This design comes from an exercise in tuning for small area on the open sky130 flow, not from production work.
Where RTL was checked, it was by simulation tests only, not by an equivalence proof against the original.
The clock port is modelled as an ideal driver; clocking choices that lean on that would not hold on a real chip.
Power figures rest on the tool's default switching activity, not on a simulated workload.

## job 6551
==> module digilock, before the edit <==
module digilock(
    input clk,
    input rst,
    input key_pulse,
    input [3:0] key_code,
    output reg led0,
    output reg [2:0] wrong_leds
);
    localparam L0   = 3'd0,
               L1   = 3'd1,
               L2   = 3'd2,
               OUT  = 3'd3,
               UNL  = 3'd4,
               OLD  = 3'd5,
               NEW  = 3'd6,
               CONF = 3'd7;
    localparam [16:0] T_BLINK_OFF = 17'd76063;
    localparam [16:0] T_LOCK_END  = 17'd64822;
    reg [2:0] state;
    reg [2:0] dcnt;           
    reg match;                
    reg [15:0] stored;        
    reg dflt;                 
    reg [15:0] newp;          
    reg [16:0] tlo;
    reg [1:0] thi;
    reg blink;
    wire is_clear   = (key_code == 4'd3);
    wire is_confirm = (key_code == 4'd7);
    wire is_digit   = !(key_code == 4'd3 || key_code == 4'd7 || key_code == 4'd11 ||
                        key_code == 4'd12 || key_code == 4'd14 || key_code == 4'd15);
    wire locked = (state == L0 || state == L1 || state == L2);
    wire timing = (state == OUT || state == OLD || state == NEW || state == CONF);
    reg [3:0] rdig;
    always @(*)
        case (dcnt[1:0])
            2'd0: rdig = stored[15:12];
            2'd1: rdig = stored[11:8];
            2'd2: rdig = stored[7:4];
            default: rdig = stored[3:0];
        endcase
    wire [3:0] ddig = {1'b0, dcnt[1:0] == 2'd3, dcnt[1:0] == 2'd2, dcnt[1:0] == 2'd1};
    wire [3:0] sdig = dflt ? ddig : rdig;
    wire [3:0] want = (state == CONF) ? newp[15:12] : sdig;
    wire same = (key_code == want);
    wire take = key_pulse && is_digit && !dcnt[2] && state != UNL && state != OUT;
    wire full = dcnt[2];
    wire tlo_low0 = (tlo[15:0] == 16'd0);
    wire tlo_wrap = tlo[16] && tlo_low0;      
    wire lockout_end = thi[1] && (tlo == T_LOCK_END);
    always @(posedge clk) begin
        tlo <= {tlo[15:0], timing && (tlo[16] ^ tlo[13] ^ tlo_low0)};
        thi[0] <= timing && (thi[0] || tlo_wrap);
        thi[1] <= timing && (thi[1] || (thi[0] && tlo_wrap));
        blink <= !timing || tlo_wrap || (blink && tlo != T_BLINK_OFF);
    end
    always @(posedge clk)
        if (key_pulse && is_confirm && state == CONF && full && match)
            stored <= newp;
    always @(posedge clk)
        if (take) begin
            match <= (dcnt == 3'd0 || match) && same;
            if (state == NEW || state == CONF)
                newp <= {newp[11:0], (state == NEW) ? key_code : newp[15:12]};
        end
    always @(posedge clk or posedge rst) begin
        if (rst) begin
            state <= L0;
            dcnt <= 3'd0;
            dflt <= 1'b1;
        end else if (take) begin
            dcnt <= dcnt + 3'd1;
        end else if (state == OUT) begin
            if (lockout_end)
                state <= L0;
        end else if (key_pulse) begin
            if (locked) begin
                if (is_clear)
                    dcnt <= 3'd0;
                else if (is_confirm && full) begin
                    if (match) begin
                        state <= UNL;
                        dcnt <= 3'd0;
                    end else if (state == L2) begin
                        state <= OUT;
                        dcnt <= 3'd0;
                    end else
                        state <= state + 3'd1;
                end
            end else if (state == UNL) begin
                if (is_confirm)
                    state <= L0;
                else if (is_clear)
                    state <= OLD;
            end else if (is_clear) begin
                state <= L0;
                dcnt <= 3'd0;
            end else if (is_confirm) begin
                if (state == NEW) begin
                    if (full) begin
                        state <= CONF;
                        dcnt <= 3'd0;
                    end
                end else if (full && match) begin
                    state <= (state == OLD) ? NEW : UNL;
                    dcnt <= 3'd0;
                    if (state == CONF)
                        dflt <= 1'b0;
                end else begin
                    state <= L0;
                    dcnt <= 3'd0;
                end
            end
        end
    end
    always @(*) begin
        led0 = 1'b0;
        wrong_leds = 3'b000;
        case (state)
            L1:   wrong_leds = 3'b001;
            L2:   wrong_leds = 3'b011;
            OUT:  wrong_leds = {3{blink}};
            UNL:  led0 = 1'b1;
            OLD, NEW, CONF: led0 = blink;
            default: ;
        endcase
    end
endmodule
==> flow/config.mk <==
export PLATFORM = sky130hd
export DESIGN_NAME = top
export DESIGN_NICKNAME = top
export VERILOG_FILES = /design/flow/design.v
export SDC_FILE = /design/flow/constraint.sdc
export NUM_CORES = 4
export LEC_CHECK = 0
export CAP_MARGIN = 0
export CORE_MARGIN = 2
export CORE_UTILIZATION = 40
export SLEW_MARGIN = 0
==> flow/constraint.sdc <==
create_clock -name core_clock -period 10.0 [get_ports {clk}]
set_input_delay 2.0000 -clock core_clock [delete_from_list [all_inputs] [get_ports {clk}]]
set_output_delay 2.0000 -clock core_clock [all_outputs]
set_load 0.01 [all_outputs]
standard.sh (not shown) runs the stock make flow with config.mk's settings and CLKGATE_MAP_FILE= SYNTH_SCRIPT=/design/flow/synth_recipe.tcl, a recipe that flattens the netlist after the stock synthesis.
==> flow/flow/run.sh <==
#!/bin/bash
# Own layout flow: the standard synthesis, then the combinational logic
# between the registers is re-mapped by ABC with an area-oriented script
# (registers are kept as they are: same instances, names and cell types).
# The re-mapped netlist is checked against the standard one by a SAT proof
# with the registers cut; if the check fails, the standard netlist is kept.
# The rest is the standard layout (standard.sh).
set -euo pipefail
W=$(cd "$(dirname "$0")/.." && pwd)
F=$W/flow
cd "$W"
R=$W/orfs/results/$FLOW_PLATFORM/top/base
LIB=$FLOW_HOME/platforms/$FLOW_PLATFORM/lib/sky130_fd_sc_hd__tt_025C_1v80.lib
YOSYS=$(command -v yosys || echo "$FLOW_HOME/../tools/install/yosys/bin/yosys")

bash standard.sh synth > "$W/synth_standard.log" 2>&1
cp "$R/1_2_yosys.v" "$W/std_1_2_yosys.v"

# don't-use cells, as the platform lists them
DU=""
for c in $(sed -n '/DONT_USE_CELLS/,/^$/p' "$FLOW_HOME/platforms/$FLOW_PLATFORM/config.mk" | tr -d '\\' | tr ' ' '\n' | grep '^sky130'); do
  DU="$DU -dont_use $c"
done
FLOPS=$(grep -oE "sky130_fd_sc_hd__(df|edf|sdf|dl)[a-z0-9_]+" "$W/std_1_2_yosys.v" | sort -u | tr '\n' ' ')

cat > "$W/resynth.ys" <<EOY
read_liberty -ignore_miss_func $LIB
blackbox $FLOPS
read_verilog $W/std_1_2_yosys.v
hierarchy -top $FLOW_TOP
flatten
opt_clean -purge
opt -purge
abc -liberty $LIB $DU -script $F/area.abc
read_liberty -lib -overwrite $LIB
splitnets
opt_clean -purge
hilomap -singleton -hicell sky130_fd_sc_hd__conb_1 HI -locell sky130_fd_sc_hd__conb_1 LO
opt_clean -purge
check -assert -mapped
stat -liberty $LIB
write_verilog -noattr -nohex -nodec $W/resynth_1_2_yosys.v
EOY
ok=1
"$YOSYS" -s "$W/resynth.ys" > "$W/resynth.log" 2>&1 || ok=0

if [[ $ok == 1 ]]; then
  # equivalence: registers cut into ports, combinational SAT proof
  python3 "$F/cutff.py" "$W/std_1_2_yosys.v" "$W/eq_gold.v" gold > "$W/cutff.log" 2>&1 || ok=0
  python3 "$F/cutff.py" "$W/resynth_1_2_yosys.v" "$W/eq_gate.v" gate >> "$W/cutff.log" 2>&1 || ok=0
fi
if [[ $ok == 1 ]]; then
  "$YOSYS" -p "read_liberty -ignore_miss_func $LIB; read_verilog $W/eq_gold.v $W/eq_gate.v; hierarchy; flatten; opt_clean; miter -equiv -flatten -make_assert -ignore_gold_x gold gate miter; hierarchy -top miter; sat -verify -prove-asserts -set-init-zero" > "$W/equiv.log" 2>&1 || ok=0
fi
if [[ $ok == 1 ]]; then
  cp "$W/resynth_1_2_yosys.v" "$R/1_2_yosys.v"
  rm -f "$R/1_synth.odb" "$R/1_synth.sdc"
  echo "using the re-mapped netlist" > "$W/resynth_used.txt"
else
  echo "re-mapping failed or not proven; keeping the standard netlist" > "$W/resynth_used.txt"
fi

export BUFFER_PORTS_ARGS="-buffer_cell sky130_fd_sc_hd__buf_1"
export TREE_ROOT_CELL=sky130_fd_sc_hd__clkbuf_4 TREE_LEAF_CELL=sky130_fd_sc_hd__clkbuf_8 TREE_GROUPS=5
export PRE_CTS_TCL="$F/tree.tcl"
export CTS_ARGS="-sink_clustering_enable -repair_clock_nets -dont_use_dummy_load"
bash standard.sh > "$W/layout_standard.log" 2>&1
Other scripts of this flow, unchanged in this note and not shown: flow/flow/area.abc, flow/flow/cutff.py, flow/flow/tree.tcl
For job 7146, these inputs were changed with respect to job 6551:
--- a/flow/design.v
+++ b/flow/design.v
@@ -87,18 +87,17 @@
     wire is_digit   = !(key_code == 4'd3 || key_code == 4'd7 || key_code == 4'd11 ||
                         key_code == 4'd12 || key_code == 4'd14 || key_code == 4'd15);
     wire locked = (state == L0 || state == L1 || state == L2);
     wire timing = (state == OUT || state == OLD || state == NEW || state == CONF);
-    reg [3:0] rdig;
+    wire [15:0] code = dflt ? 16'h0124 : stored;
+    reg [3:0] sdig;
     always @(*)
         case (dcnt[1:0])
-            2'd0: rdig = stored[15:12];
-            2'd1: rdig = stored[11:8];
-            2'd2: rdig = stored[7:4];
-            default: rdig = stored[3:0];
+            2'd0: sdig = code[15:12];
+            2'd1: sdig = code[11:8];
+            2'd2: sdig = code[7:4];
+            default: sdig = code[3:0];
         endcase
-    wire [3:0] ddig = {1'b0, dcnt[1:0] == 2'd3, dcnt[1:0] == 2'd2, dcnt[1:0] == 2'd1};
-    wire [3:0] sdig = dflt ? ddig : rdig;
     wire [3:0] want = (state == CONF) ? newp[15:12] : sdig;
     wire same = (key_code == want);
     wire take = key_pulse && is_digit && !dcnt[2] && state != UNL && state != OUT;
     wire full = dcnt[2];
==> run notes <==
Job 6551 → job 7146: met2 layer usage reported by global route lost 1.1 points, cell count of the worst reg-to-reg path increased 1, synthesized area held.
| total power density per cell area | higher: job 7146 |
Going from job 6551 to job 7146, overall power consumption grew slightly.
In the metrics for job 7146 and job 6551, the one carrying the higher cell depth of the worst setup path is job 7146.
Least setup slack across all paths after layout sits higher in job 7146 than in job 6551.
Between job 7146 and job 6551, the difference in floorplan die height is negligible.
Time the final worst path needs with I/O delays and setup in job 7146 is 0.16 ns lower than in job 6551
Per the comparison of job 7146 with job 6551, per-instance average area after synthesis lower, final area higher.
No functional check of the RTL was part of job 7146.

-- static timing again, ports no longer ideal --
The results above use ideal ports. As a check the final layouts listed here were re-extracted and re-timed, cells and wires unchanged. Step 1: set_driving_cell puts a clkbuf_16 on clk and a buf_2 on each other input, an assumption about the parent block. Step 2 times the ports against the registers' clock, not the clock port: input delays grow and output delays shrink by t, the midpoint of the rising clock arrivals with the driver on. Slacks: ideal / step 1 / step 2; pairs: ideal / step 1.
run	t, ns	slack for setup (ns)	latest minus earliest clock arrival (ns)	worst data-port slew with drivers (ns)	cell pins on the clock port's net
job 6551	0.419	6.097 / 6.072 / 6.491	0.037 / 0.037	0.03	1
job 7146	0.424	6.253 / 6.226 / 6.650	0.039 / 0.039	0.03	1
After both steps every run listed still meets setup and hold.
